Source: an optimization exercise on an open RTL-to-GDS flow (aim: a short achievable clock period and few clock cycles). Production flows keep margins and buffers that such runs may drop. Where RTL was checked, it was by simulation tests only, not by an equivalence proof against the original. The RTL of runs 1 and 2 was laid out without a check of its function.

[config.mk]
export PLATFORM = sky130hd
export DESIGN_NAME = cpu
export DESIGN_NICKNAME = cpu
export VERILOG_FILES = /design/flow/design.v
export SDC_FILE = /design/flow/constraint.sdc
export NUM_CORES = 4
export LEC_CHECK = 0
export CAP_MARGIN = 20
export CORE_MARGIN = 2
export CORE_UTILIZATION = 40
export SLEW_MARGIN = 20
[constraint.sdc]
create_clock -name core_clock -period 38.0 [get_ports {clk}]
set_input_delay 7.6000 -clock core_clock [delete_from_list [all_inputs] [get_ports {clk}]]
set_output_delay 7.6000 -clock core_clock [all_outputs]
set_load 0.01 [all_outputs]
[design.v]
module cpu(
    input clk,
    input reset,
    output [7:0] imem_addr,
    input [18:0] imem_data,
    output [7:0] dmem_addr,
    output [18:0] dmem_wdata,
    output dmem_we,
    input [18:0] dmem_rdata,
    output rf_we,
    output [2:0] rf_waddr,
    output [18:0] rf_wdata
);
    localparam [18:0] KEY = 19'b0011001010111010110;
    reg [7:0] pc;           
    reg [7:0] pcn;          
    reg [18:0] ir;
    reg ir_valid;
    reg [7:0] ir_pcp1;
    reg [2:0] sp;
    reg [18:0] rf [0:7];
    reg [7:0] rz;           
    reg x_we, x_ld, x_st, x_div;
    reg [2:0] x_rd;
    reg [7:0] x_imm;
    reg [18:0] x_a, x_b, x_sd;
    reg [11:0] x_sel;       
    reg x_mul;
    reg [7:0] w_oh;         
    reg [18:0] w_data;
    reg o_we;
    reg [2:0] o_rd;
    reg [18:0] o_data;
    assign imem_addr = pc;
    assign dmem_addr = x_imm;
    assign dmem_we = x_st;
    assign dmem_wdata = x_sd;
    assign rf_we = o_we;
    assign rf_waddr = o_rd;
    assign rf_wdata = o_data;
    wire [18:0] a = x_a;
    wire [18:0] b = x_b;
    reg dv_busy;                
    reg [18:0] dv_a, dv_r, dv_q;
    reg [2:0] dv_i;             
    reg [22:0] dm [1:15];       
    genvar g;
    wire b_zero = (b == 19'd0);
    wire [20:0] b3 = {2'b0, b} + {1'b0, b, 1'b0};
    wire [21:0] f1 = {3'b0, a} - {3'b0, b};
    wire [21:0] f2 = {3'b0, a} - {2'b0, b, 1'b0};
    wire [21:0] f3 = {3'b0, a} - {1'b0, b3};
    wire [1:0] f_dig = !f3[21] ? 2'd3 : !f2[21] ? 2'd2 : !f1[21] ? 2'd1 : 2'd0;
    wire [18:0] b_any;          
    assign b_any[18] = b[18];
    generate
        for (g = 0; g < 18; g = g + 1) begin : g_bany
            assign b_any[g] = b[g] | b_any[g+1];
        end
    endgenerate
    wire [18:2] a_ok;
    generate
        for (g = 2; g < 19; g = g + 1) begin : g_aok
            assign a_ok[g] = !a[g] || b_any[g-1];
        end
    endgenerate
    wire dv_fast = b_zero || (&a_ok);
    wire [18:0] q_fast = b_zero ? 19'd0 : {17'd0, f_dig};
    wire [4:1] lt;
    generate
        for (g = 1; g < 5; g = g + 1) begin : g_lt
            assign lt[g] = {{(4*g){1'b0}}, a} < {b, {(4*g){1'b0}}};
        end
    endgenerate
    wire [2:0] nd = lt[1] ? 3'd0 : lt[2] ? 3'd1 : lt[3] ? 3'd2 : lt[4] ? 3'd3 : 3'd4;
    function [22:0] hstep;      
        input [22:0] r;
        input [344:0] m;        
        reg [23:0] t;
        reg [15:0] ge;
        reg [18:0] rem;
        reg [3:0] dig;
        reg [18:0] d [0:15];
        integer j;
        begin
            ge[0] = 1'b1;
            d[0] = r[18:0];
            for (j = 1; j < 16; j = j + 1) begin
                t = {1'b0, r} - {1'b0, m[23*j-1 -: 23]};
                ge[j] = !t[23];
                d[j] = t[18:0];
            end
            rem = 19'd0;
            dig = 4'd0;
            for (j = 0; j < 15; j = j + 1)
                if (ge[j] && !ge[j+1]) begin
                    rem = rem | d[j];
                    dig = dig | j[3:0];
                end
            if (ge[15]) begin
                rem = rem | d[15];
                dig = dig | 4'd15;
            end
            hstep = {dig, rem};
        end
    endfunction
    wire [344:0] dmv = {dm[15], dm[14], dm[13], dm[12], dm[11], dm[10], dm[9], dm[8],
                        dm[7], dm[6], dm[5], dm[4], dm[3], dm[2], dm[1]};
    wire [18:0] dv_sh = dv_a >> {dv_i, 2'b0};
    wire [22:0] s1 = hstep({dv_r, dv_sh[3:0]}, dmv);
    wire [18:0] dv_sh2 = dv_a >> {dv_i - 3'd1, 2'b0};
    wire [22:0] s2 = hstep({s1[18:0], dv_sh2[3:0]}, dmv);
    wire dv_last = (dv_i <= 3'd1);
    wire [18:0] q_slow = (dv_i == 3'd0) ? {dv_q[14:0], s1[22:19]} : {dv_q[10:0], s1[22:19], s2[22:19]};
    wire [18:0] div_res = dv_busy ? q_slow : q_fast;
    wire x_hold = x_div && (dv_busy ? !dv_last : !dv_fast);
    always @(posedge clk or posedge reset) begin
        if (reset) begin
            dv_busy <= 1'b0;
        end else begin
            dv_busy <= x_hold;
        end
    end
    integer mi;
    always @(posedge clk) begin
        if (!dv_busy) begin
            for (mi = 1; mi < 16; mi = mi + 1) dm[mi] <= b * mi;
            dv_a <= a;
            dv_i <= nd;
            dv_r <= a >> {nd + 3'd1, 2'b0};     
            dv_q <= 19'd0;
        end else begin
            dv_i <= dv_i - 3'd2;
            dv_r <= s2[18:0];
            dv_q <= {dv_q[10:0], s1[22:19], s2[22:19]};
        end
    end
    wire [18:0] r_mul = a * b;
    wire [18:0] x_fast =
        ({19{x_sel[0]}} & (a + b)) |
        ({19{x_sel[1]}} & (a - b)) |
        ({19{x_sel[4]}} & (a + 19'd1)) |
        ({19{x_sel[5]}} & (a - 19'd1)) |
        ({19{x_sel[6]}} & (a & b)) |
        ({19{x_sel[7]}} & (a | b)) |
        ({19{x_sel[8]}} & (a ^ b)) |
        ({19{x_sel[9]}} & (~a)) |
        ({19{x_sel[10]}} & (a ^ KEY)) |
        ({19{x_sel[11]}} & b);
    wire [18:0] x_out = x_ld ? dmem_rdata :
                        x_div ? div_res :
                        (x_fast | ({19{x_sel[2]}} & r_mul));
    wire x_wr = x_we && !x_hold;
    wire [4:0] op = ir[18:14];
    wire [2:0] f_rs = ir[13:11];
    wire [2:0] f_rt = ir[10:8];
    wire [7:0] f_imm = ir[7:0];
    wire [2:0] f_rd = ir[7:5];
    wire [4:0] f_fn = ir[4:0];
    wire d_art = ir_valid && (op == 5'd0 || op == 5'd1);
    wire d_cry = ir_valid && (op == 5'd9);
    wire d_jmp = ir_valid && (op == 5'd2);
    wire d_beq = ir_valid && (op == 5'd3);
    wire d_bne = ir_valid && (op == 5'd4);
    wire d_call = ir_valid && (op == 5'd5);
    wire d_ret = ir_valid && (op == 5'd6);
    wire d_ld = ir_valid && (op == 5'd7);
    wire d_st = ir_valid && (op == 5'd8);
    wire d_imm = ir_valid && (op == 5'd10);
    wire d_alu = d_art || d_cry;
    wire [2:0] sp1 = sp + 3'd1;
    wire [2:0] ra = d_ret ? sp1 : f_rs;
    wire [2:0] rb = f_rt;
    wire [18:0] rfa = w_oh[ra] ? w_data : (rz[ra] ? 19'd0 : rf[ra]);
    wire [18:0] rfb = w_oh[rb] ? w_data : (rz[rb] ? 19'd0 : rf[rb]);
    wire xa_hit = x_we && x_rd == ra;
    wire xb_hit = x_we && x_rd == rb;
    wire x_slow = x_ld || x_div || x_mul;
    wire [18:0] va = xa_hit ? x_fast : rfa;
    wire [18:0] vb = xb_hit ? x_fast : rfb;
    wire use_a_early = d_beq || d_bne || d_ret;
    wire use_b_early = d_beq || d_bne || d_st;
    wire stall = x_hold || (x_slow && ((use_a_early && xa_hit) || (use_b_early && xb_hit)));
    wire eq = (va == vb);
    wire taken = d_jmp || d_call || (d_beq && eq) || (d_bne && !eq);
    wire [7:0] next_pc = d_ret ? va[7:0] : (taken ? f_imm : pcn);
    wire [7:0] next_pcn = d_ret ? va[7:0] + 8'd1 : (taken ? f_imm + 8'd1 : pcn + 8'd1);
    wire d_we = d_alu || d_call || d_ret || d_ld || d_imm;
    wire [2:0] d_rd = d_call ? sp : (d_ret ? sp1 : (d_art ? f_rd : f_rt));
    wire d_useimm = !d_alu;
    wire [18:0] d_bval = d_call ? {11'd0, ir_pcp1} : (d_ret ? 19'd0 : {11'd0, f_imm});
    reg [11:0] d_sel;
    always @(*) begin
        d_sel = 12'd0;
        if (d_alu) begin
            case (f_fn)
                5'd0: d_sel[0] = 1'b1;
                5'd1: d_sel[1] = 1'b1;
                5'd2: d_sel[2] = 1'b1;
                5'd3: d_sel[3] = 1'b1;
                5'd4: d_sel[4] = 1'b1;
                5'd5: d_sel[5] = 1'b1;
                5'd6: d_sel[6] = 1'b1;
                5'd7: d_sel[7] = 1'b1;
                5'd8: d_sel[8] = 1'b1;
                5'd9: d_sel[9] = 1'b1;
                5'd10: d_sel[10] = 1'b1;
                5'd11: d_sel[10] = 1'b1;
                5'd12: d_sel[11] = 1'b1;
                default: d_sel = 12'd0;
            endcase
        end else if (d_imm || d_call || d_ret) begin
            d_sel[11] = 1'b1;
        end
    end
    integer i;
    always @(posedge clk or posedge reset) begin
        if (reset) begin
            pc <= 8'd0;
            pcn <= 8'd1;
            ir_valid <= 1'b0;
            sp <= 3'd7;
            rz <= 8'hff;
            x_we <= 1'b0; x_ld <= 1'b0; x_st <= 1'b0; x_div <= 1'b0;
            w_oh <= 8'd0;
            o_we <= 1'b0;
        end else begin
            rz <= rz & ~w_oh;
            w_oh <= x_wr ? (8'd1 << x_rd) : 8'd0;
            o_we <= x_wr;
            if (!x_hold) begin
                x_we <= d_we && !stall;
                x_ld <= d_ld && !stall;
                x_st <= d_st && !stall;
                x_div <= d_alu && (f_fn == 5'd3) && !stall;
            end
            if (!stall) begin
                pc <= next_pc;
                pcn <= next_pcn;
                ir_valid <= 1'b1;
                if (d_call) sp <= sp - 3'd1;
                else if (d_ret) sp <= sp1;
            end
        end
    end
    always @(posedge clk) begin
        for (i = 0; i < 8; i = i + 1)
            if (w_oh[i]) rf[i] <= w_data;
        if (x_wr) w_data <= x_out;
        o_rd <= x_rd;
        o_data <= x_out;
        x_imm <= f_imm;
        x_sd <= vb;
        if (!x_hold) begin
            x_rd <= d_rd;
            x_a <= xa_hit ? x_out : rfa;
            x_b <= d_useimm ? d_bval : (xb_hit ? x_out : rfb);
            x_sel <= d_sel;
            x_mul <= d_alu && (f_fn == 5'd2);
        end
        if (!stall) begin
            ir <= imem_data;
            ir_pcp1 <= pcn;
        end
    end
endmodule
[flow/run.sh]
#!/bin/bash
# The standard layout (the standard.sh), with timing repair asked to leave
# a setup margin, so that it sizes and buffers the critical paths.
set -euo pipefail
bash standard.sh SETUP_SLACK_MARGIN=30.5 TNS_END_PERCENT=100 MATCH_CELL_FOOTPRINT=0 CORE_UTILIZATION=55 finish > standard_flow.log 2>&1
[standard.sh]
#!/bin/bash
# synth_recipe.tcl (not shown) runs the flow's synth.tcl, then flattens the netlist and writes it again
# the make line also repeats each setting of config.mk as NAME=value (left out here)
make -C /OpenROAD-flow-scripts/flow DESIGN_CONFIG=/design/flow/config.mk WORK_HOME=/design/flow/orfs CLKGATE_MAP_FILE= SYNTH_SCRIPT=/design/flow/synth_recipe.tcl "${@:-finish}"
==> flow_metrics.py, run 1 <==
metrics = {
    "status": {
        "status": "timing/DRC/antenna clean",
    },
    "sta": {
        "report.final.slew_viol_count": 0,
        "skew_ns": 0.08122,
        "finalSetupTns_ns": 0,
        "grt_setup_unrepaired": "yes",
        "whs_ns": 0.4758,
        "worst_pin_slew_ns": 1.202,
        "max_freq_ghz": 0.1128,
        "timing.final.crit_share_pct": 23.32,
        "finalHoldViolCount": 0,
        "slew_headroom_pct": 19.22,
        "setup_viol": 0,
        "finalWorstSetupSlack_ns": 29.14,
        "min_period_ns": 8.862,
    },
    "placement": {
        "hpwl_um": 245800,
        "placed_area_um2": 76380,
        "pre_cts_ws_ns": 26.96,
        "io_buffers": 98,
        "gp_congestion": 1.096,
    },
    "die": {
        "std_cell_rows": 132,
        "io_pins": 99,
        "die_height_um": 365.1,
        "start_util_pct": 55.40,
        "fp.dieW_um": 365.1,
        "die_area_um2": 133300,
        "core-area_um2": 129500,
    },
    "layout": {
        "nFillCells": 10510,
        "nets": 9982,
        "final_common_cell": "ha_1",
        "regArea_um2": 15980,
        "drive_above_1_share_pct": 16.61,
        "area_growth_pct": 18.79,
        "final_cell_mix": "ha_1, inv_1, nand2_1",
        "final_cell_area_um2": 85210,
        "multiInputGateArea_um2": 55590,
    },
    "clock_network": {
        "htreeDepth": 2,
        "cts_tree": "yes",
        "cts_root_buf": "clkbuf_16",
        "cts-buffers-inserted": 57,
        "cts_sinks": 568,
        "clk_latency_ns": 0.73,
        "clk_pin_slew_ns": 0.07,
        "clock_path_buffers": 3,
    },
    "logic_synthesis": {
        "syn-num-nets": 9550,
        "netlist_instances": 8267,
        "avgSynthCellArea_um2": 8.677,
        "seq_area_frac_synth_pct": 22.17,
        "ys_ff_latch": 568,
        "async_reset_ff_share_pct": 7.394,
        "synthFlopType": "edfxtp_1",
        "yosys.cell_types.count": 122,
        "synth_area_um2": 71730,
        "synth_edf_count": 430,
        "ys_warn_count": 5,
    },
    "route": {
        "first_pass_iters": 9,
        "routed_wl_um": 337700,
        "postRouteAntennaNets": 0,
        "via_count": 73470,
        "wl_per_cell_um": 32.17,
        "drtIter0Drc": 9992,
        "avgViaCountPerCell": 6.998,
        "drc": 0,
    },
    "worst_hold_path": {
        "worst_hold_path.endpoint": "dv_q[10]$_SDFF_PN0_",
        "hold_path.class": "register to register",
        "worstHoldStart": "dv_q[2]$_SDFF_PN0_",
        "hold_depth": 1,
    },
    "critical_path": {
        "reg2reg_from": "dv_i[0]$_DFFE_PN_",
        "arrival_ns": 1.26,
        "worstSetupEndpointType": "output port",
        "path_buf_inv": 1,
        "path_delay_family": "flip-flops",
        "cp.required_ns": 30.40,
        "critPathKind": "register to output port",
        "r2r_cells": 33,
        "cp_cell_sequence": "clkbuf_2",
        "cp-start-kind": "register",
        "crit_fanout": 2,
        "r2r_slack_ns": 29.18,
        "timing.rr.end": "x_b[3]$_DFFE_PN_",
        "critPathMaxStageDelay_ns": 0.40,
        "cp_slowest_cell": "dfrtp_1",
    },
    "global_route": {
        "grt_pass1_vias": 72150,
        "antenna_found_initial": 22,
        "overflow": 0,
        "grt_max_degree": 73,
        "grt_pass1_wl_um": 474300,
        "grt_usage_pct": 48.55,
    },
    "job": {
        "drv_cap": 0,
    },
}
[layer usage]
metal	vias up	GRT usage (%)	part of all wire [%]
met5	-	0.3268	0.038
met4	20	46.10	12
met3	2008	12.56	11
met2	5510	75.88	43
met1	34760	53.68	33
li1	31170	-	-
[synthesized netlist by cell type, drive strengths merged, types with 96 or more instances]
master | count | share of area (%)
dfxtp | 96 | 2.7
nand3 | 169 | 1.2
xor2 | 148 | 1.8
ha | 998 | 17
o21ai | 423 | 3.0
nor3 | 175 | 1.2
nand2 | 598 | 3.1
nor2b | 120 | 1.0
edfxtp | 430 | 18
o21a | 136 | 1.4
inv | 815 | 4.3
clkbuf | 174 | 0.91
nor2 | 576 | 3.0
a21o | 257 | 2.7
a221oi | 98 | 1.2
nand2b | 120 | 1.1
a21oi | 564 | 3.9
fa | 245 | 6.8
o21bai | 103 | 1.1
xnor2 | 432 | 5.3
[stage by stage]
step	utilization [%]	cells
floorplan	-	8267
global placement	58.98	10040
finish	65.81	10500
detailed placement	58.99	10040
global route	65.80	10500
CTS	63.40	10340
[sequential cells by signal, summed over array words and instances (netlist names), 8 cells and up, named ones only]
name,count
x_b,19
dv_r,19
w_oh,8
x_a,19
ir_pcp1,8
ir,19
w_data,19
o_data,19
dv_q,15
x_imm,8
x_sel,11
x_sd,19
pcn,8
rf,152
pc,8
dm,159
rz,8
dv_a,19
[final cells by class]
type,count,area share [%]
Antenna cell,8,0.02349
Clock inverter,37,0.4772
Sequential cell,568,18.76
Multi-Input combinational cell,6623,65.24
Clock buffer,71,1.871
Tap cell,1742,2.558
Timing Repair Buffer,628,7.368
Inverter,821,3.705
[how the worst max path moves through the flow]
stage                                   to  slack, ns         startpoint  depth (start not counted)
after global routing      x_b[3]$_DFFE_PN_      29.10  dv_i[0]$_DFFE_PN_                         38
after detailed placement  x_b[3]$_DFFE_PN_      26.96  dv_i[0]$_DFFE_PN_                         35
final                         imem_addr[4]      29.14  pc[4]$_DFFE_PP0N_                          1
after CTS                     imem_addr[3]      29.13  pc[3]$_DFFE_PP0N_                          1
after floorplan           x_b[5]$_DFFE_PN_      29.63      dmem_rdata[5]                          3
after global placement    x_b[3]$_DFFE_PN_      27.13  dv_i[0]$_DFFE_PN_                         35
[cell families after synthesis]
| family | Yosys count | share of synthesized area (%) |
|---|---|---|
| and+or+nand+nor | 2186 | 14.79 |
| adders and majority gates | 1243 | 24.25 |
| DFF | 568 | 22.17 |
| AOI/OAI and AO/OA | 2493 | 23.90 |
| muxes | 121 | 2.051 |
| xor gates and xnor gates | 580 | 7.082 |
| buffers and inverters | 1076 | 5.761 |
[repair_timing]
| action | CTS | global route |
|---|---|---|
| setup buffers | 184 | 143 |
| gates resized for setup | 829 | 355 |
| setup endpoints to repair | 240 | 175 |
| pin swaps | 209 | 234 |
| gates cloned | 3 | 10 |
| hold buffers | 0 | 0 |
==> run 2, diff against run 1 <==
--- a/design.v
+++ b/design.v
@@ -41,7 +41,8 @@
     wire [18:0] a = x_a;
     wire [18:0] b = x_b;
     reg dv_busy;                
-    reg [18:0] dv_a, dv_r, dv_q;
+    reg [18:0] dv_r, dv_q;
+    reg [19:0] dv_a;            
     reg [2:0] dv_i;             
     reg [22:0] dm [1:15];       
     genvar g;
@@ -73,6 +74,15 @@
         end
     endgenerate
     wire [2:0] nd = lt[1] ? 3'd0 : lt[2] ? 3'd1 : lt[3] ? 3'd2 : lt[4] ? 3'd3 : 3'd4;
+    wire [18:0] da, db;
+    wire [4:1] dlt;
+    generate
+        for (g = 1; g < 5; g = g + 1) begin : g_dlt
+            assign dlt[g] = {{(4*g){1'b0}}, da} < {db, {(4*g){1'b0}}};
+        end
+    endgenerate
+    wire [2:0] dnd = dlt[1] ? 3'd0 : dlt[2] ? 3'd1 : dlt[3] ? 3'd2 : dlt[4] ? 3'd3 : 3'd4;
+    reg x_pre;                  
     function [22:0] hstep;      
         input [22:0] r;
         input [344:0] m;        
@@ -106,14 +116,13 @@
     endfunction
     wire [344:0] dmv = {dm[15], dm[14], dm[13], dm[12], dm[11], dm[10], dm[9], dm[8],
                         dm[7], dm[6], dm[5], dm[4], dm[3], dm[2], dm[1]};
-    wire [18:0] dv_sh = dv_a >> {dv_i, 2'b0};
-    wire [22:0] s1 = hstep({dv_r, dv_sh[3:0]}, dmv);
-    wire [18:0] dv_sh2 = dv_a >> {dv_i - 3'd1, 2'b0};
-    wire [22:0] s2 = hstep({s1[18:0], dv_sh2[3:0]}, dmv);
+    wire [22:0] s1 = hstep({dv_r, dv_a[19:16]}, dmv);
+    wire [22:0] s2 = hstep({s1[18:0], dv_a[15:12]}, dmv);
     wire dv_last = (dv_i <= 3'd1);
     wire [18:0] q_slow = (dv_i == 3'd0) ? {dv_q[14:0], s1[22:19]} : {dv_q[10:0], s1[22:19], s2[22:19]};
-    wire [18:0] div_res = dv_busy ? q_slow : q_fast;
-    wire x_hold = x_div && (dv_busy ? !dv_last : !dv_fast);
+    wire dv_run = dv_busy || x_pre;
+    wire [18:0] div_res = dv_run ? q_slow : q_fast;
+    wire x_hold = x_div && (dv_run ? !dv_last : !dv_fast);
     always @(posedge clk or posedge reset) begin
         if (reset) begin
             dv_busy <= 1'b0;
@@ -123,14 +132,21 @@
     end
     integer mi;
     always @(posedge clk) begin
-        if (!dv_busy) begin
+        if (!x_hold) begin
+            for (mi = 1; mi < 16; mi = mi + 1) dm[mi] <= db * mi;
+            dv_a <= {1'b0, da} << {3'd4 - dnd, 2'b0};
+            dv_i <= dnd;
+            dv_r <= da >> {dnd + 3'd1, 2'b0};   
+            dv_q <= 19'd0;
+        end else if (!dv_run) begin
             for (mi = 1; mi < 16; mi = mi + 1) dm[mi] <= b * mi;
-            dv_a <= a;
+            dv_a <= {1'b0, a} << {3'd4 - nd, 2'b0};
             dv_i <= nd;
-            dv_r <= a >> {nd + 3'd1, 2'b0};     
+            dv_r <= a >> {nd + 3'd1, 2'b0};
             dv_q <= 19'd0;
         end else begin
             dv_i <= dv_i - 3'd2;
+            dv_a <= dv_a << 8;
             dv_r <= s2[18:0];
             dv_q <= {dv_q[10:0], s1[22:19], s2[22:19]};
         end
@@ -176,6 +192,8 @@
     wire xa_hit = x_we && x_rd == ra;
     wire xb_hit = x_we && x_rd == rb;
     wire x_slow = x_ld || x_div || x_mul;
+    assign da = rfa;
+    assign db = rfb;
     wire [18:0] va = xa_hit ? x_fast : rfa;
     wire [18:0] vb = xb_hit ? x_fast : rfb;
     wire use_a_early = d_beq || d_bne || d_ret;
@@ -257,6 +275,7 @@
             x_b <= d_useimm ? d_bval : (xb_hit ? x_out : rfb);
             x_sel <= d_sel;
             x_mul <= d_alu && (f_fn == 5'd2);
+            x_pre <= d_alu && (f_fn == 5'd3) && !xa_hit && !xb_hit && (rfb != 19'd0);
         end
         if (!stall) begin
             ir <= imem_data;
==> run 2 against run 1 <==
Still clean. Synthesized cell count is 17% higher. Worst hold slack lost 0.042 ns. Count of clock-buffer cells in the layout rose by 2. Non-clock buffer count increased by 170. Wire length increased by 17%. Sequential cell count up 2. Final area is 14% higher. Utilization about the same.
==> flow_metrics.py, run 2 <==
metrics = {
    "critical_path": {
        "crit_fanout": 2,
        "critPathMaxStageDelay_ns": 0.42,
        "worstSetupEndpointType": "output port",
        "critPathKind": "register to output port",
        "cp_cell_sequence": "buf_6",
        "arrival_ns": 1.30,
        "cp-start-kind": "register",
        "r2r_cells": 37,
        "r2r_slack_ns": 29.69,
        "path_delay_family": "flip-flops",
        "path_buf_inv": 1,
        "reg2reg_from": "dm[14][2]$_DFFE_PN_",
        "cp.required_ns": 30.40,
        "timing.rr.end": "x_b[0]$_DFFE_PN_",
        "cp_slowest_cell": "dfrtp_1",
    },
    "global_route": {
        "grt_pass1_vias": 83410,
        "grt_max_degree": 108,
        "grt_pass1_wl_um": 557100,
        "overflow": 0,
        "antenna_found_initial": 26,
        "grt_usage_pct": 50.21,
    },
    "placement": {
        "pre_cts_ws_ns": 26.82,
        "io_buffers": 98,
        "gp_congestion": 1.121,
        "hpwl_um": 287700,
    },
    "worst_hold_path": {
        "hold_path.class": "register to register",
        "worstHoldStart": "dv_a[4]$_DFF_P_",
        "hold_depth": 2,
        "worst_hold_path.endpoint": "dv_a[12]$_DFF_P_",
    },
    "clock_network": {
        "cts_root_buf": "clkbuf_16",
        "cts_tree": "yes",
        "clk_pin_slew_ns": 0.07,
        "holdBufCountCts": 0,
        "clock_path_buffers": 3,
        "cts_sinks": 570,
        "htreeDepth": 2,
        "cts-buffers-inserted": 60,
        "clk_latency_ns": 0.75,
    },
    "logic_synthesis": {
        "ys_ff_latch": 570,
        "syn-num-nets": 11240,
        "ys_warn_count": 5,
        "avgSynthCellArea_um2": 8.462,
        "synth_top_area_cell": "ha_1",
        "yosys-top-cells-count": "ha_1, inv_1, a21oi_1",
        "synth_top_area_share_pct": 18.60,
        "async_reset_ff_share_pct": 7.368,
        "synthFlopType": "edfxtp_1",
        "synthTopCellsByArea": "ha_1, edfxtp_1, fa_1",
        "seq_area_frac_synth_pct": 19.30,
        "yosys.cell_types.count": 121,
        "synthMostInstantiatedCell": "ha_1",
        "netlist_instances": 9650,
        "synth_edf_count": 412,
        "synth_area_um2": 81660,
    },
    "route": {
        "via_count": 84990,
        "postRouteAntennaNets": 0,
        "first_pass_iters": 10,
        "drc": 0,
        "routed_wl_um": 394300,
        "wl_per_cell_um": 32.26,
        "drtIter0Drc": 10570,
        "avgViaCountPerCell": 6.954,
    },
    "sta": {
        "timing.final.crit_share_pct": 23.43,
        "setup_viol": 0,
        "finalSetupTns_ns": 0,
        "finalHoldViolCount": 0,
        "grt_setup_unrepaired": "yes",
        "skew_ns": 0.07808,
        "finalWorstSetupSlack_ns": 29.10,
        "slew_headroom_pct": 12.94,
        "max_freq_ghz": 0.1123,
        "worst_pin_slew_ns": 1.294,
        "min_period_ns": 8.904,
        "report.final.slew_viol_count": 0,
        "whs_ns": 0.4337,
    },
    "die": {
        "die_area_um2": 151600,
        "start_util_pct": 55.37,
        "core-area_um2": 147500,
        "io_pins": 99,
        "die_height_um": 389.3,
        "std_cell_rows": 141,
        "fp.dieW_um": 389.3,
    },
    "layout": {
        "nets": 11810,
        "final_common_cell": "ha_1",
        "largest_reg_flops": 159,
        "final_cell_mix": "ha_1, inv_1, a21oi_1",
        "top_register": "dm",
        "drive_above_1_share_pct": 16.67,
        "reg.largest.list": "dm x159, rf x152, dv_a x20",
        "area_growth_pct": 18.82,
    },
    "job": {
        "drv_cap": 0,
    },
    "status": {
        "status": "timing/DRC/antenna clean",
    },
}
run 2: changes by cell type in the layout (fill, tap and decap cells not counted), moves of 65 or more:
cell / previous run / this run
buf_4: 381 / 507
fa_1: 240 / 328
nor2_1: 556 / 705
inv_1: 785 / 922
nand2_1: 575 / 718
a21oi_1: 491 / 719
o21ai_0: 302 / 393
ha_1: 937 / 1144
xnor2_1: 428 / 493
xor2_1: 148 / 219
run 2: final cells by class:
| cell class | count | area (um^2) |
|---|---|---|
| timing repair buffer | 798 | 7622 |
| clock buffer | 73 | 1699 |
| inverter | 981 | 3851 |
| sequential | 570 | 15850 |
| tap | 1930 | 2415 |
| multi-input combinational | 7813 | 65110 |
| antenna | 16 | 40.04 |
| fill | 12100 | 50460 |
| clock inverter | 41 | 441.7 |
run 2: per-layer routing:
layer | track usage, % | share of wire, % | vias up
met5 | 0 | 0.042 | -
met2 | 77.32 | 42 | 6239
met1 | 54.90 | 33 | 40310
li1 | - | - | 36040
met4 | 49.69 | 13 | 24
met3 | 14.27 | 12 | 2375
run 2: cells by family (layout without fill, tap and decap cells):
logic type,after synthesis,in the layout,synth area share [%]
AND/OR/NAND/NOR,2545,2546,14.88
buffers and inverters,1268,1893,5.945
multiplexers,154,154,2.200
XOR/XNOR,719,719,7.730
other,0,16,0
adder cells (fa/ha/maj),1548,1548,26.79
flip-flops,570,570,19.30
AO/OA/AOI/OAI,2846,2846,23.16
run 2: what timing repair did:
action,in CTS,in global routing
endpoints found under the setup margin,302,215
pin swaps,263,187
cloned,11,2
hold endpoints to repair,0,0
resized for setup,1156,280
setup buffers,338,107
run 2: through the flow:
stage | std cells | utilization [%] | area (um^2)
after floorplan | 9650 | - | 82010
after global placement | 11630 | 58.42 | 86160
after detailed placement | 11630 | 58.44 | 86190
after CTS | 12100 | 64.29 | 94820
after global routing | 12210 | 65.76 | 96990
final | 12220 | 65.79 | 97030
run 2: worst max-delay path by stage:
stage / from / endpoint / cells after the start
6_report: pc[5]$_DFFE_PP0N_ / imem_addr[5] / 1
5_1_grt: pc[5]$_DFFE_PP0N_ / imem_addr[5] / 1
4_1_cts: x_st$_DFFE_PP0N_ / dmem_we / 1
3_5_place_dp: dm[14][2]$_DFFE_PN_ / x_b[1]$_DFFE_PN_ / 32
3_3_place_gp: dv_a[19]$_DFF_P_ / x_b[3]$_DFFE_PN_ / 35
2_1_floorplan: dmem_rdata[4] / x_b[4]$_DFFE_PN_ / 5
==> run 3, diff against run 2 <==
--- a/design.v
+++ b/design.v
@@ -197,7 +197,7 @@
     wire [18:0] va = xa_hit ? x_fast : rfa;
     wire [18:0] vb = xb_hit ? x_fast : rfb;
     wire use_a_early = d_beq || d_bne || d_ret;
-    wire use_b_early = d_beq || d_bne || d_st;
+    wire use_b_early = d_beq || d_bne;
     wire stall = x_hold || (x_slow && ((use_a_early && xa_hit) || (use_b_early && xb_hit)));
     wire eq = (va == vb);
     wire taken = d_jmp || d_call || (d_beq && eq) || (d_bne && !eq);
@@ -268,7 +268,7 @@
         o_rd <= x_rd;
         o_data <= x_out;
         x_imm <= f_imm;
-        x_sd <= vb;
+        x_sd <= xb_hit ? x_out : rfb;
         if (!x_hold) begin
             x_rd <= d_rd;
             x_a <= xa_hit ? x_out : rfa;
==> run 3 against run 2 <==
Die area up 0.29%. Final cell count increased by 0.79%. Still clean on timing, DRC and antenna. Highest routed layer unchanged. Wire length is 6.2% higher. First-iteration DRC count up 14%. Critical endpoint is now dmem_we. Sequential share of layout area fell by 0.12 points. Sequential cell count unchanged. Final area increased by 0.89%. Count of clock-buffer cells in the layout is 22 higher.
==> flow_metrics.py, run 3 <==
metrics = {
    "status": {
        "status": "timing/DRC/antenna clean",
    },
    "global_route": {
        "overflow": 0,
        "grt_pass1_wl_um": 586100,
        "antenna_found_initial": 34,
        "grt_pass1_vias": 84810,
        "grt_usage_pct": 53.18,
        "grt_max_degree": 172,
    },
    "clock_network": {
        "cts-buffers-inserted": 71,
        "clk_latency_ns": 0.76,
        "cts_sinks": 570,
        "clock_path_buffers": 3,
        "htreeDepth": 3,
        "cts_root_buf": "clkbuf_16",
        "holdBufCountCts": 0,
        "cts_tree": "yes",
        "clk_pin_slew_ns": 0.06,
    },
    "placement": {
        "io_buffers": 98,
        "hpwl_um": 305500,
        "gp_congestion": 1.114,
        "pre_cts_ws_ns": 27.21,
    },
    "sta": {
        "whs_ns": 0.4415,
        "finalHoldViolCount": 0,
        "grt_setup_unrepaired": "yes",
        "min_period_ns": 8.948,
        "slew_headroom_pct": 9.094,
        "max_freq_ghz": 0.1118,
        "timing.final.crit_share_pct": 23.55,
        "report.final.slew_viol_count": 0,
        "finalWorstSetupSlack_ns": 29.05,
        "finalSetupTns_ns": 0,
        "setup_viol": 0,
        "worst_pin_slew_ns": 1.364,
        "skew_ns": 0.1054,
    },
    "layout": {
        "final_common_cell": "ha_1",
        "nets": 11910,
        "reg.largest.list": "dm x159, rf x152, dv_a x20",
        "area_growth_pct": 19.53,
        "final_cell_mix": "ha_1, inv_1, nor2_1",
        "largest_reg_flops": 159,
        "top_register": "dm",
        "drive_above_1_share_pct": 17.30,
    },
    "logic_synthesis": {
        "synthMostInstantiatedCell": "ha_1",
        "avgSynthCellArea_um2": 8.409,
        "synthTopCellsByArea": "ha_1, edfxtp_1, fa_1",
        "syn-num-nets": 11330,
        "synth_top_area_cell": "ha_1",
        "synth_area_um2": 81900,
        "seq_area_frac_synth_pct": 19.24,
        "yosys.cell_types.count": 115,
        "async_reset_ff_share_pct": 7.368,
        "netlist_instances": 9739,
        "yosys-top-cells-count": "ha_1, inv_1, a21oi_1",
        "synth_edf_count": 412,
        "ys_warn_count": 5,
        "synthFlopType": "edfxtp_1",
        "ys_ff_latch": 570,
        "synth_top_area_share_pct": 18.55,
    },
    "die": {
        "start_util_pct": 55.40,
        "fp.dieW_um": 389.9,
        "core-area_um2": 147800,
        "std_cell_rows": 141,
        "die_height_um": 389.9,
        "die_area_um2": 152000,
        "io_pins": 99,
    },
    "critical_path": {
        "critPathMaxStageDelay_ns": 0.43,
        "path_delay_family": "flip-flops",
        "cp-start-kind": "register",
        "arrival_ns": 1.35,
        "path_buf_inv": 1,
        "cp_cell_sequence": "buf_6",
        "worstSetupEndpointType": "output port",
        "cp_slowest_cell": "dfrtp_1",
        "critPathKind": "register to output port",
        "cp.required_ns": 30.40,
        "crit_fanout": 2,
    },
    "job": {
        "drv_cap": 0,
    },
    "route": {
        "routed_wl_um": 418900,
        "avgViaCountPerCell": 7.085,
        "wl_per_cell_um": 34.01,
        "via_count": 87280,
        "drc": 0,
        "drtIter0Drc": 12070,
        "first_pass_iters": 8,
        "postRouteAntennaNets": 0,
    },
    "worst_hold_path": {
        "hold_path.class": "register to register",
    },
}
-- run 3: cell types whose count changed in the layout (fill, tap and decap cells not counted), moves of 19 or more --
cell      previous run  this run
xor2_1             219       171
nor2b_1            144       114
a21boi_1             9        28
ha_1              1144      1175
mux2i_1            110        80
ha_4                52        27
nand2_1            718       659
inv_1              922      1001
mux2_2              16        40
a21oi_1            719       676
a21oi_2             81       109
o21ai_1             53        73
-- run 3: path summary, 6_finish.rpt --
| kind | startpoint | end | slack (ns) | cells past startpoint |
|---|---|---|---|---|
| max in group asynchronous | reset | sp[1]$_DFFE_PP1P_ | 30.52 | 3 |
| worst max-delay path | x_st$_DFFE_PP0N_ | dmem_we | 29.05 | 1 |
| worst max register to register | dm[14][2]$_DFFE_PN_ | x_a[3]$_DFFE_PN_ | 29.65 | 39 |
| worst min-delay path | dv_a[2]$_DFF_P_ | dv_a[10]$_DFF_P_ | 0.44 | 2 |
| worst min register to register | dv_a[2]$_DFF_P_ | dv_a[10]$_DFF_P_ | 0.44 | 2 |
| min in group asynchronous | reset | pcn[2]$_DFFE_PP0N_ | 7.19 | 2 |
-- run 3: cell families after synthesis --
kind of cell	Yosys count	share of synthesized area [%]
AND/OR/NAND/NOR	2513	14.76
XOR/XNOR	691	7.390
buffers and inverters	1357	6.333
flip-flops	570	19.24
AO/OA/AOI/OAI	2924	23.69
adder cells (fa/ha/maj)	1548	26.71
multiplexers	136	1.873
-- run 3: final cells by class --
class	count	area, um^2
diodes	13	32.53
repair buffers	802	7705
flip-flops and latches	570	15870
repair inverters	3	22.52
fillers	12030	49950
multi-input cells	7812	65220
clock buffers	95	2022
clock inverters	35	480.5
inverters	1058	4125
well taps	1930	2415
-- run 3: per-stage QoR --
step | util, % | std cells | area (um^2)
after global placement | 58.57 | 11730 | 86590
after floorplan | - | 9739 | 82260
after CTS | 64.10 | 12140 | 94770
after global routing | 66.20 | 12310 | 97860
after detailed placement | 58.57 | 11730 | 86590
final | 66.21 | 12320 | 97890
-- run 3: metal layers --
metal  wire length (um)  vias to the layer above  track usage, %
met4              55930                       20           54.65
met1             132900                    41250           55.68
met2             174300                     6927           79.76
met3              55560                     2763           20.48
li1                   -                    36310               -
met5                206                        -          0.6699
-- run 3: repair_timing --
item                                    in CTS  in global routing
endpoints found under the setup margin     343                252
pin swaps                                  244                270
gates resized for setup                   1180                430
setup buffers                              268                162
cloned                                       8                  3
Testbench counts of run 3, summed over its fixed seeds: cycles 12,022.
==> run 4, diff against run 3 <==
==> flow/run.sh (replaced) <==
#!/bin/bash
# The standard layout (the standard.sh), with timing repair asked to leave
# a setup margin, so that it sizes and buffers the critical paths.
set -euo pipefail
bash standard.sh SETUP_SLACK_MARGIN=30.5 TNS_END_PERCENT=100 MATCH_CELL_FOOTPRINT=0 CORE_UTILIZATION=70 finish > standard_flow.log 2>&1
==> run 4 against run 3 <==
Synthesized cell count is the same. The flow now stops in global routing. Synthesized area is the same.
==> flow_metrics.py, run 4 <==
metrics = {
    "logic_synthesis": {
        "avgSynthCellArea_um2": 8.409,
        "yosys.cell_types.count": 115,
        "synth_top_area_cell": "ha_1",
        "netlist_instances": 9739,
        "ys_ff_latch": 570,
        "synth_area_um2": 81900,
        "async_reset_ff_share_pct": 7.368,
        "seq_area_frac_synth_pct": 19.24,
        "synth_top_area_share_pct": 18.55,
        "synth_edf_count": 412,
        "synthMostInstantiatedCell": "ha_1",
        "synthFlopType": "edfxtp_1",
        "syn-num-nets": 11330,
        "yosys-top-cells-count": "ha_1, inv_1, a21oi_1",
        "ys_warn_count": 5,
        "synthTopCellsByArea": "ha_1, edfxtp_1, fa_1",
    },
    "clock_network": {
        "holdBufCountCts": 0,
        "cts_root_buf": "clkbuf_16",
        "htreeDepth": 2,
        "cts-buffers-inserted": 59,
        "clock_path_buffers": 3,
        "cts_sinks": 570,
    },
    "placement": {
        "io_buffers": 98,
        "pre_cts_ws_ns": 27.14,
        "hpwl_um": 284400,
        "gp_congestion": 1.282,
        "dp.cells": 11290,
    },
    "global_route": {
        "grt_usage_pct": 71.61,
        "grt_pass1_wl_um": 631500,
        "grt_max_degree": 90,
        "overflow": 1,
        "grt_pass1_vias": 93880,
    },
    "die": {
        "start_util_pct": 70.57,
        "io_pins": 99,
        "fp.dieW_um": 346.0,
        "die_height_um": 346.0,
        "std_cell_rows": 125,
    },
    "status": {
        "failing_step": "global routing",
        "firstError": "[ERROR GRT-0116] Global routing finished with congestion. Check the congestion regions in the DRC Viewer.",
        "status": "aborted with a tool error",
    },
}
-- run 4: per-stage QoR --
step	util (%)	cell area, um^2
2_1_floorplan	-	82260
3_3_place_gp	73.90	85760
3_5_place_dp	73.91	85770
4_1_cts	79.66	92450
-- run 4: how the worst max path moves through the flow --
stage	to	slack, ns	cells after the start
after floorplan	x_b[5]$_DFFE_PN_	29.50	4
after global placement	x_b[3]$_DFFE_PN_	27.20	30
after detailed placement	x_b[3]$_DFFE_PN_	27.14	30
after CTS	imem_addr[0]	29.15	1
-- run 4: timing repair --
action | CTS
setup endpoints to repair | 339
hold endpoints to repair | 0
gates cloned | 8
gates resized for setup | 1036
pin swaps | 164
buffers inserted | 207
-- run 4: metal layers --
| layer | overflow | GRT usage [%] |
|---|---|---|
| met1 | 1 | 74.49 |
| met2 | 0 | 87.86 |
| met3 | 0 | 54.44 |
| met4 | 0 | 65.73 |
| met5 | 0 | 33.81 |
-- run 4: logic make-up after synthesis --
family / Yosys count / share of synthesized area (%)
AND/OR/NAND/NOR: 2513 / 14.76
multiplexers: 136 / 1.873
adder cells (fa/ha/maj): 1548 / 26.71
flip-flops: 570 / 19.24
buffers and inverters: 1357 / 6.333
AO/OA/AOI/OAI: 2924 / 23.69
XOR/XNOR: 691 / 7.390
==> run 5, diff against run 4 <==
--- a/design.v
+++ b/design.v
@@ -42,15 +42,14 @@
     wire [18:0] b = x_b;
     reg dv_busy;                
     reg [18:0] dv_r, dv_q;
-    reg [19:0] dv_a;            
+    reg [20:0] dv_a;            
     reg [2:0] dv_i;             
-    reg [22:0] dm [1:15];       
+    reg [21:0] dv_m1, dv_m2, dv_m3, dv_m4, dv_m5, dv_m6, dv_m7;
     genvar g;
     wire b_zero = (b == 19'd0);
-    wire [20:0] b3 = {2'b0, b} + {1'b0, b, 1'b0};
     wire [21:0] f1 = {3'b0, a} - {3'b0, b};
     wire [21:0] f2 = {3'b0, a} - {2'b0, b, 1'b0};
-    wire [21:0] f3 = {3'b0, a} - {1'b0, b3};
+    wire [21:0] f3 = {3'b0, a} - ({3'b0, b} + {2'b0, b, 1'b0});
     wire [1:0] f_dig = !f3[21] ? 2'd3 : !f2[21] ? 2'd2 : !f1[21] ? 2'd1 : 2'd0;
     wire [18:0] b_any;          
     assign b_any[18] = b[18];
@@ -67,60 +66,51 @@
     endgenerate
     wire dv_fast = b_zero || (&a_ok);
     wire [18:0] q_fast = b_zero ? 19'd0 : {17'd0, f_dig};
-    wire [4:1] lt;
-    generate
-        for (g = 1; g < 5; g = g + 1) begin : g_lt
-            assign lt[g] = {{(4*g){1'b0}}, a} < {b, {(4*g){1'b0}}};
-        end
-    endgenerate
-    wire [2:0] nd = lt[1] ? 3'd0 : lt[2] ? 3'd1 : lt[3] ? 3'd2 : lt[4] ? 3'd3 : 3'd4;
+    function [2:0] ndig;
+        input [18:0] x, y;
+        begin
+            if ({3'd0, x} < {y, 3'd0}) ndig = 3'd0;
+            else if ({6'd0, x} < {y, 6'd0}) ndig = 3'd1;
+            else if ({9'd0, x} < {y, 9'd0}) ndig = 3'd2;
+            else if ({12'd0, x} < {y, 12'd0}) ndig = 3'd3;
+            else if ({15'd0, x} < {y, 15'd0}) ndig = 3'd4;
+            else if ({18'd0, x} < {y, 18'd0}) ndig = 3'd5;
+            else ndig = 3'd6;
+        end
+    endfunction
+    function [24:0] ostep;      
+        input [21:0] r;
+        input [21:0] m1, m2, m3, m4, m5, m6, m7;
+        reg [22:0] t1, t2, t3, t4, t5, t6, t7;
+        reg [7:0] ge;
+        begin
+            t1 = {1'b0, r} - {1'b0, m1};
+            t2 = {1'b0, r} - {1'b0, m2};
+            t3 = {1'b0, r} - {1'b0, m3};
+            t4 = {1'b0, r} - {1'b0, m4};
+            t5 = {1'b0, r} - {1'b0, m5};
+            t6 = {1'b0, r} - {1'b0, m6};
+            t7 = {1'b0, r} - {1'b0, m7};
+            ge = {!t7[22], !t6[22], !t5[22], !t4[22], !t3[22], !t2[22], !t1[22], 1'b1};
+            ostep = ({25{ge[0] & !ge[1]}} & {3'd0, r}) |
+                    ({25{ge[1] & !ge[2]}} & {3'd1, t1[21:0]}) |
+                    ({25{ge[2] & !ge[3]}} & {3'd2, t2[21:0]}) |
+                    ({25{ge[3] & !ge[4]}} & {3'd3, t3[21:0]}) |
+                    ({25{ge[4] & !ge[5]}} & {3'd4, t4[21:0]}) |
+                    ({25{ge[5] & !ge[6]}} & {3'd5, t5[21:0]}) |
+                    ({25{ge[6] & !ge[7]}} & {3'd6, t6[21:0]}) |
+                    ({25{ge[7]}} & {3'd7, t7[21:0]});
+        end
+    endfunction
+    wire [2:0] nd = ndig(a, b);
     wire [18:0] da, db;
-    wire [4:1] dlt;
-    generate
-        for (g = 1; g < 5; g = g + 1) begin : g_dlt
-            assign dlt[g] = {{(4*g){1'b0}}, da} < {db, {(4*g){1'b0}}};
-        end
-    endgenerate
-    wire [2:0] dnd = dlt[1] ? 3'd0 : dlt[2] ? 3'd1 : dlt[3] ? 3'd2 : dlt[4] ? 3'd3 : 3'd4;
+    wire [2:0] dnd = ndig(da, db);
     reg x_pre;                  
-    function [22:0] hstep;      
-        input [22:0] r;
-        input [344:0] m;        
-        reg [23:0] t;
-        reg [15:0] ge;
-        reg [18:0] rem;
-        reg [3:0] dig;
-        reg [18:0] d [0:15];
-        integer j;
-        begin
-            ge[0] = 1'b1;
-            d[0] = r[18:0];
-            for (j = 1; j < 16; j = j + 1) begin
-                t = {1'b0, r} - {1'b0, m[23*j-1 -: 23]};
-                ge[j] = !t[23];
-                d[j] = t[18:0];
-            end
-            rem = 19'd0;
-            dig = 4'd0;
-            for (j = 0; j < 15; j = j + 1)
-                if (ge[j] && !ge[j+1]) begin
-                    rem = rem | d[j];
-                    dig = dig | j[3:0];
-                end
-            if (ge[15]) begin
-                rem = rem | d[15];
-                dig = dig | 4'd15;
-            end
-            hstep = {dig, rem};
-        end
-    endfunction
-    wire [344:0] dmv = {dm[15], dm[14], dm[13], dm[12], dm[11], dm[10], dm[9], dm[8],
-                        dm[7], dm[6], dm[5], dm[4], dm[3], dm[2], dm[1]};
-    wire [22:0] s1 = hstep({dv_r, dv_a[19:16]}, dmv);
-    wire [22:0] s2 = hstep({s1[18:0], dv_a[15:12]}, dmv);
+    wire dv_run = dv_busy || x_pre;
+    wire [24:0] s1 = ostep({dv_r, dv_a[20:18]}, dv_m1, dv_m2, dv_m3, dv_m4, dv_m5, dv_m6, dv_m7);
+    wire [24:0] s2 = ostep({s1[18:0], dv_a[17:15]}, dv_m1, dv_m2, dv_m3, dv_m4, dv_m5, dv_m6, dv_m7);
     wire dv_last = (dv_i <= 3'd1);
-    wire [18:0] q_slow = (dv_i == 3'd0) ? {dv_q[14:0], s1[22:19]} : {dv_q[10:0], s1[22:19], s2[22:19]};
-    wire dv_run = dv_busy || x_pre;
+    wire [18:0] q_slow = (dv_i == 3'd0) ? {dv_q[15:0], s1[24:22]} : {dv_q[12:0], s1[24:22], s2[24:22]};
     wire [18:0] div_res = dv_run ? q_slow : q_fast;
     wire x_hold = x_div && (dv_run ? !dv_last : !dv_fast);
     always @(posedge clk or posedge reset) begin
@@ -130,25 +120,27 @@
             dv_busy <= x_hold;
         end
     end
-    integer mi;
+    wire [18:0] sa = x_hold ? a : da;      
+    wire [18:0] sb = x_hold ? b : db;
+    wire [2:0] snd = x_hold ? nd : dnd;
     always @(posedge clk) begin
-        if (!x_hold) begin
-            for (mi = 1; mi < 16; mi = mi + 1) dm[mi] <= db * mi;
-            dv_a <= {1'b0, da} << {3'd4 - dnd, 2'b0};
-            dv_i <= dnd;
-            dv_r <= da >> {dnd + 3'd1, 2'b0};   
-            dv_q <= 19'd0;
-        end else if (!dv_run) begin
-            for (mi = 1; mi < 16; mi = mi + 1) dm[mi] <= b * mi;
-            dv_a <= {1'b0, a} << {3'd4 - nd, 2'b0};
-            dv_i <= nd;
-            dv_r <= a >> {nd + 3'd1, 2'b0};
+        if (!x_hold || !dv_run) begin
+            dv_m1 <= {3'b0, sb};
+            dv_m2 <= {2'b0, sb, 1'b0};
+            dv_m3 <= {3'b0, sb} + {2'b0, sb, 1'b0};
+            dv_m4 <= {1'b0, sb, 2'b0};
+            dv_m5 <= {3'b0, sb} + {1'b0, sb, 2'b0};
+            dv_m6 <= {2'b0, sb, 1'b0} + {1'b0, sb, 2'b0};
+            dv_m7 <= {sb, 3'b0} - {3'b0, sb};
+            dv_a <= {2'b0, sa} << (5'd18 - {2'b0, snd} - {1'b0, snd, 1'b0});
+            dv_i <= snd;
+            dv_r <= sa >> ({2'b0, snd} + {1'b0, snd, 1'b0} + 5'd3);    
             dv_q <= 19'd0;
         end else begin
             dv_i <= dv_i - 3'd2;
-            dv_a <= dv_a << 8;
+            dv_a <= dv_a << 6;
             dv_r <= s2[18:0];
-            dv_q <= {dv_q[10:0], s1[22:19], s2[22:19]};
+            dv_q <= {dv_q[12:0], s1[24:22], s2[24:22]};
         end
     end
     wire [18:0] r_mul = a * b;
==> flow/run.sh (replaced) <==
#!/bin/bash
# The standard layout (the standard.sh), with timing repair asked to leave
# a setup margin, so that it sizes and buffers the critical paths.
set -euo pipefail
bash standard.sh SETUP_SLACK_MARGIN=30.5 TNS_END_PERCENT=100 MATCH_CELL_FOOTPRINT=0 CORE_UTILIZATION=62 CTS_BUF_LIST=sky130_fd_sc_hd__clkbuf_8 finish > standard_flow.log 2>&1
==> run 5 against run 4 <==
The run now finishes clean. Synthesized area is 36% lower. Synthesized cell count is 38% lower.
==> flow_metrics.py, run 5 <==
metrics = {
    "status": {
        "status": "timing/DRC/antenna clean",
    },
    "global_route": {
        "overflow": 0,
        "grt_usage_pct": 47.77,
        "grt_pass1_wl_um": 311600,
        "antenna_found_initial": 11,
        "grt_pass1_vias": 50400,
        "grt_max_degree": 70,
    },
    "critical_path": {
        "worstSetupEndpointType": "output port",
        "crit_fanout": 2,
        "path_delay_family": "flip-flops",
        "critPathMaxStageDelay_ns": 0.41,
        "cp_cell_sequence": "buf_6",
        "cp.depth": 1,
        "path_buf_inv": 1,
        "cp-start-kind": "register",
        "cp.required_ns": 30.40,
        "arrival_ns": 1.29,
        "cp_slowest_cell": "dfrtp_1",
        "r2r_cells": 28,
        "critPathKind": "register to output port",
    },
    "layout": {
        "final-instance-count-excl-fill": 7528,
        "area_growth_pct": 17.79,
        "largest_reg_flops": 152,
        "drive_above_1_share_pct": 17.72,
        "final_cell_mix": "ha_1, inv_1, nand2_1",
        "final_common_cell": "ha_1",
        "nets": 7144,
        "top_register": "rf",
    },
    "sta": {
        "worst_pin_slew_ns": 1.264,
        "slew_headroom_pct": 15.55,
        "report.final.slew_viol_count": 0,
        "min_period_ns": 8.890,
        "finalSetupTns_ns": 0,
        "setup_viol": 0,
        "max_freq_ghz": 0.1125,
        "finalHoldViolCount": 0,
        "skew_ns": 0.07526,
        "whs_ns": 0.3938,
        "grt_setup_unrepaired": "yes",
        "timing.final.crit_share_pct": 23.40,
    },
    "logic_synthesis": {
        "ys_ff_latch": 492,
        "synth_edf_count": 332,
        "yosys-top-cells-count": "ha_1, inv_1, nor2_1",
        "netlist_instances": 6010,
        "synthMostInstantiatedCell": "ha_1",
        "synthTopCellsByArea": "edfxtp_1, ha_1, fa_1",
        "synthFlopType": "edfxtp_1",
        "synth_top_area_share_pct": 18.99,
        "synth_top_area_cell": "edfxtp_1",
        "seq_area_frac_synth_pct": 25.52,
        "async_reset_ff_share_pct": 8.537,
        "synth_area_um2": 52490,
        "avgSynthCellArea_um2": 8.734,
        "ys_warn_count": 2,
        "syn-num-nets": 6835,
        "yosys.cell_types.count": 115,
    },
    "placement": {
        "gp_congestion": 1.074,
        "dp.cells": 7144,
        "hpwl_um": 154600,
        "io_buffers": 98,
    },
    "route": {
        "postRouteAntennaNets": 0,
        "wl_per_cell_um": 28.73,
        "via_count": 52980,
        "routed_wl_um": 216300,
        "drtIter0Drc": 6783,
        "drc": 0,
        "first_pass_iters": 9,
        "avgViaCountPerCell": 7.038,
    },
    "die": {
        "std_cell_rows": 106,
        "io_pins": 99,
        "die_area_um2": 87000,
        "fp.dieW_um": 295.0,
        "die_height_um": 295.0,
        "start_util_pct": 62.72,
        "core-area_um2": 83690,
    },
    "clock_network": {
        "htreeDepth": 3,
        "clk_latency_ns": 0.76,
        "clock_path_buffers": 3,
        "cts_tree": "yes",
        "cts-buffers-inserted": 86,
        "clk_pin_slew_ns": 0.07,
        "cts_sinks": 492,
        "cts_root_buf": "clkbuf_8",
        "holdBufCountCts": 0,
    },
    "worst_hold_path": {
        "hold_depth": 2,
        "hold_path.class": "register to register",
    },
    "job": {
        "drv_cap": 0,
    },
}
run 5: cell count changes after synthesis, moves of 73 or more:
cell | before | now
a21o_1 | 272 | 163
a21oi_1 | 803 | 381
edfxtp_1 | 412 | 332
fa_1 | 334 | 156
ha_1 | 1214 | 629
inv_1 | 1043 | 542
nand2_1 | 676 | 476
nor2_1 | 736 | 487
o21ai_0 | 509 | 311
o21bai_1 | 149 | 39
xnor2_1 | 518 | 243
xor2_1 | 173 | 100
run 5: final timing paths:
kind / slack (ns) / startpoint / endpoint
setup / recovery: 29.11 / pc[1]$_DFFE_PP0N_ / imem_addr[1]
hold / removal: 0.39 / dv_a[3]$_SDFF_PP0_ / dv_a[9]$_DFF_P_
setup reg to reg: 30.14 / dv_m6[2]$_DFFE_PN_ / x_b[2]$_DFFE_PN_
hold reg to reg: 0.39 / dv_a[3]$_SDFF_PP0_ / dv_a[9]$_DFF_P_
max in group asynchronous: 30.59 / reset / pc[7]$_DFFE_PP0N_
min in group asynchronous: 7.09 / reset / w_oh[7]$_DFF_PP0_
run 5: cell type report:
cell class,count,area [um^2]
sequential,492,13480
tap,1134,1419
timing repair inverter,5,30.03
antenna,5,12.51
timing repair buffer,454,4446
multi-input combinational,4727,38420
fill,6275,21860
clock inverter,58,440.4
clock buffer,100,1376
inverter,553,2207
run 5: cells by family (layout without fill, tap and decap cells):
logic type | after synthesis | after routing | share of synthesized area (%)
AO/OA/AOI/OAI | 1738 | 1738 | 22.89
AND/OR/NAND/NOR | 1711 | 1712 | 15.66
buffers and inverters | 792 | 1170 | 5.904
adder cells (fa/ha/maj) | 789 | 789 | 21.02
flip-flops | 492 | 492 | 25.52
XOR/XNOR | 344 | 344 | 5.776
multiplexers | 144 | 144 | 3.225
other | 0 | 5 | 0
run 5: routing by layer:
layer	part of all wire [%]	track usage [%]	up-vias
li1	-	-	22650
met1	34	55.99	24930
met2	43	73.53	4015
met3	13	12.61	1370
met4	11	39.57	12
met5	0.029	0.7761	-
run 5: timing repair:
action,CTS,global route
endpoints found under the hold margin,0,0
gates cloned,7,6
buffers inserted,111,97
endpoints found under the setup margin,278,252
resized for setup,705,304
pin swaps,85,134
run 5: per-stage QoR:
| stage | cell area [um^2] | worst slack [ns] | utilization, % |
|---|---|---|---|
| after detailed placement | 55360 | 27.48 | 66.15 |
| after global placement | 55350 | 27.45 | 66.13 |
| final | 61830 | 29.11 | 73.88 |
| after global routing | 61820 | 29.11 | 73.87 |
| after floorplan | 52830 | 29.49 | - |
| after CTS | 59640 | 29.11 | 71.27 |
Testbench counts of run 5, summed over its fixed seeds: cycles 12,057.
==> run 6, diff against run 5 <==
==> flow/run.sh (replaced) <==
#!/bin/bash
# The standard layout (the standard.sh), with timing repair asked to leave
# a setup margin, so that it sizes and buffers the critical paths.
set -euo pipefail
bash standard.sh SETUP_SLACK_MARGIN=30.5 TNS_END_PERCENT=100 MATCH_CELL_FOOTPRINT=0 CORE_UTILIZATION=62 finish > standard_flow.log 2>&1
==> run 6 against run 5 <==
Synthesized area did not move. Utilization fell by 0.61 points. Highest routed layer unchanged.
==> flow_metrics.py, run 6 <==
metrics = {
    "status": {
        "status": "timing/DRC/antenna clean",
    },
    "layout": {
        "multiInputGateArea_um2": 38170,
        "nFillCells": 6312,
        "final_common_cell": "ha_1",
        "nets": 7103,
        "final_cell_mix": "ha_1, inv_1, nor2_1, nand2_1, edfxtp_1",
        "top_register": "rf",
        "regArea_um2": 13490,
        "final_core_util_pct": 73.27,
        "largest_reg_flops": 152,
        "final-instance-count-excl-fill": 7463,
        "area_growth_pct": 16.82,
        "drive_above_1_share_pct": 16.45,
    },
    "sta": {
        "skew_ns": 0.1019,
        "slew_headroom_pct": 13.60,
        "min_period_ns": 8.812,
        "finalSetupTns_ns": 0,
        "report.final.slew_viol_count": 0,
        "worst_pin_slew_ns": 1.293,
        "max_freq_ghz": 0.1135,
        "finalHoldViolCount": 0,
        "timing.final.crit_share_pct": 23.19,
        "grt_setup_unrepaired": "yes",
        "setup_viol": 0,
        "finalWorstSetupSlack_ns": 29.19,
    },
    "route": {
        "postRouteAntennaNets": 0,
        "drtIter0Drc": 6350,
        "avgViaCountPerCell": 7.045,
        "via_count": 52580,
        "routed_wl_um": 213000,
        "first_pass_iters": 8,
        "drc": 0,
        "wl_per_cell_um": 28.54,
    },
    "clock_network": {
        "cts_sinks": 492,
        "clk_latency_ns": 0.70,
        "cts-buffers-inserted": 54,
        "clock_path_buffers": 3,
        "htreeDepth": 2,
        "clk_pin_slew_ns": 0.06,
        "cts_tree": "yes",
        "cts_root_buf": "clkbuf_16",
    },
    "critical_path": {
        "r2r_slack_ns": 30.01,
        "reg2reg_from": "dv_m6[2]$_DFFE_PN_",
        "critPathMaxStageDelay_ns": 0.40,
        "path_delay_family": "flip-flops",
        "r2r_cells": 27,
        "critPathKind": "register to output port",
        "worstSetupEndpointType": "output port",
        "cp_slowest_cell": "dfrtp_1",
        "timing.rr.end": "x_b[2]$_DFFE_PN_",
        "cp.required_ns": 30.40,
        "arrival_ns": 1.21,
        "cp-endpoint": "dmem_we",
        "cp_cell_sequence": "buf_6",
        "cp-start-kind": "register",
        "cp.depth": 1,
        "crit_fanout": 2,
        "path_buf_inv": 1,
        "crit_start": "x_st$_DFFE_PP0N_",
    },
    "placement": {
        "io_buffers": 98,
        "gp_congestion": 1.074,
        "hpwl_um": 154600,
        "pre_cts_ws_ns": 27.48,
        "dp.cells": 7144,
    },
    "global_route": {
        "grt_pass1_vias": 50210,
        "grt_usage_pct": 47.53,
        "antenna_found_initial": 8,
        "grt_max_degree": 70,
        "overflow": 0,
        "grt_pass1_wl_um": 310500,
    },
    "die": {
        "std_cell_rows": 106,
        "die_area_um2": 87000,
        "start_util_pct": 62.72,
        "core-area_um2": 83690,
        "fp.dieW_um": 295.0,
        "die_height_um": 295.0,
        "io_pins": 99,
    },
    "logic_synthesis": {
        "yosys-top-cells-count": "ha_1, inv_1, nor2_1",
        "synthMostInstantiatedCell": "ha_1",
        "async_reset_ff_share_pct": 8.537,
        "synth_area_um2": 52490,
        "synthFlopType": "edfxtp_1",
        "ys_ff_latch": 492,
        "ys_warn_count": 2,
        "synth_edf_count": 332,
        "avgSynthCellArea_um2": 8.734,
        "synth_top_area_share_pct": 18.99,
        "netlist_instances": 6010,
        "synthTopCellsByArea": "edfxtp_1, ha_1, fa_1",
        "yosys.cell_types.count": 115,
        "syn-num-nets": 6835,
        "seq_area_frac_synth_pct": 25.52,
        "synth_top_area_cell": "edfxtp_1",
    },
    "worst_hold_path": {
        "hold_path.class": "register to register",
    },
    "job": {
        "drv_cap": 0,
    },
}
==> run 6: what timing repair did <==
action,4_1_cts,5_1_grt
endpoints found under the hold margin,0,0
pin swaps,86,117
hold buffers,0,0
resized for setup,711,228
setup endpoints to repair,291,234
setup buffers,108,96
cloned,6,2
==> run 6: final cells by class <==
| type | instances | share of cell area, % |
|---|---|---|
| Tap cell | 1134 | 2.314 |
| Multi-Input combinational cell | 4727 | 62.25 |
| Antenna cell | 5 | 0.02040 |
| Timing Repair Buffer | 445 | 6.788 |
| Inverter | 553 | 3.577 |
| Sequential cell | 492 | 21.99 |
| Clock buffer | 77 | 2.444 |
| Clock inverter | 25 | 0.5550 |
| Timing Repair inverter | 5 | 0.05713 |
==> run 6: per-stage QoR <==
step	hold WS, ns	area, um^2
finish	0.4350	61320
global route	0.4800	61310
CTS	0.4364	59570
detailed placement	0.4175	55360
global placement	0.4152	55350
floorplan	0.3460	52830
==> run 6: worst min-delay path by stage <==
stage	end	slack, ns	from	depth (start not counted)
2_1_floorplan	o_rd[0]$_DFF_P_	0.35	x_rd[0]$_DFFE_PN_	0
3_3_place_gp	dv_a[9]$_DFF_P_	0.42	dv_a[3]$_SDFF_PP0_	2
3_5_place_dp	dv_a[9]$_DFF_P_	0.42	dv_a[3]$_SDFF_PP0_	2
4_1_cts	dv_a[9]$_DFF_P_	0.44	dv_a[3]$_SDFF_PP0_	2
5_1_grt	dv_a[8]$_DFF_P_	0.48	dv_a[2]$_SDFF_PP0_	1
6_report	dv_a[9]$_DFF_P_	0.43	dv_a[3]$_SDFF_PP0_	2
==> run 6: cells by family after synthesis <==
| family | count (synthesis) | share of synthesized area [%] |
|---|---|---|
| AO/OA/AOI/OAI | 1738 | 22.89 |
| XOR/XNOR | 344 | 5.776 |
| adder cells (fa/ha/maj) | 789 | 21.02 |
| buffers and inverters | 792 | 5.904 |
| flip-flops | 492 | 25.52 |
| multiplexers | 144 | 3.225 |
| AND/OR/NAND/NOR | 1711 | 15.66 |
==> run 6: per-layer routing <==
metal	up-vias	GRT usage [%]	part of all wire, %
met5	-	0.2217	0.029
met4	8	39.32	11
met3	1322	12.22	12
met2	4020	73.27	43
met1	24690	55.88	34
li1	22540	-	-

## afterwards: timing with drivers on the ports
How much do the figures lean on ideal ports? The routed layouts below were timed once more, with nothing changed but the port constraints.
Step 1 (the two cells are an assumption about what drives the block):
set clk [get_ports {clk}]
set_driving_cell -lib_cell sky130_fd_sc_hd__clkbuf_16 $clk
set_driving_cell -lib_cell sky130_fd_sc_hd__buf_2 [delete_from_list [all_inputs] $clk]
Step 2 adds t to the input delays and takes it off the output delays; t is the mean of the earliest and latest rising clock arrival at the registers after step 1. Input paths then give back, and output paths get back, about the clock's delay inside the block.
Three values: ideal, step 1, step 2; two values: the first two.
| run | t, ns | slack for setup (ns) | worst setup path at the end | latest minus earliest clock arrival (ns) | cell pins on the clock port's net |
|---|---|---|---|---|---|
| run 1 | 0.766 | 29.138 / 29.057 / 28.818 | input to register | 0.081 / 0.081 | 1 |
| run 2 | 0.799 | 29.096 / 29.006 / 29.149 | input to register | 0.078 / 0.079 | 1 |
| run 3 | 0.796 | 29.052 / 28.960 / 28.974 | input to register | 0.105 / 0.105 | 1 |
| run 5 | 0.795 | 29.110 / 29.035 / 29.213 | input to register | 0.076 / 0.075 | 1 |
| run 6 | 0.721 | 29.188 / 29.111 / 29.191 | input to register | 0.102 / 0.102 | 1 |
After both steps setup and hold are still met in every run listed. The setup slack of run 1, which loses most, moves by -0.081 ns with the drivers and by -0.320 ns with both steps.
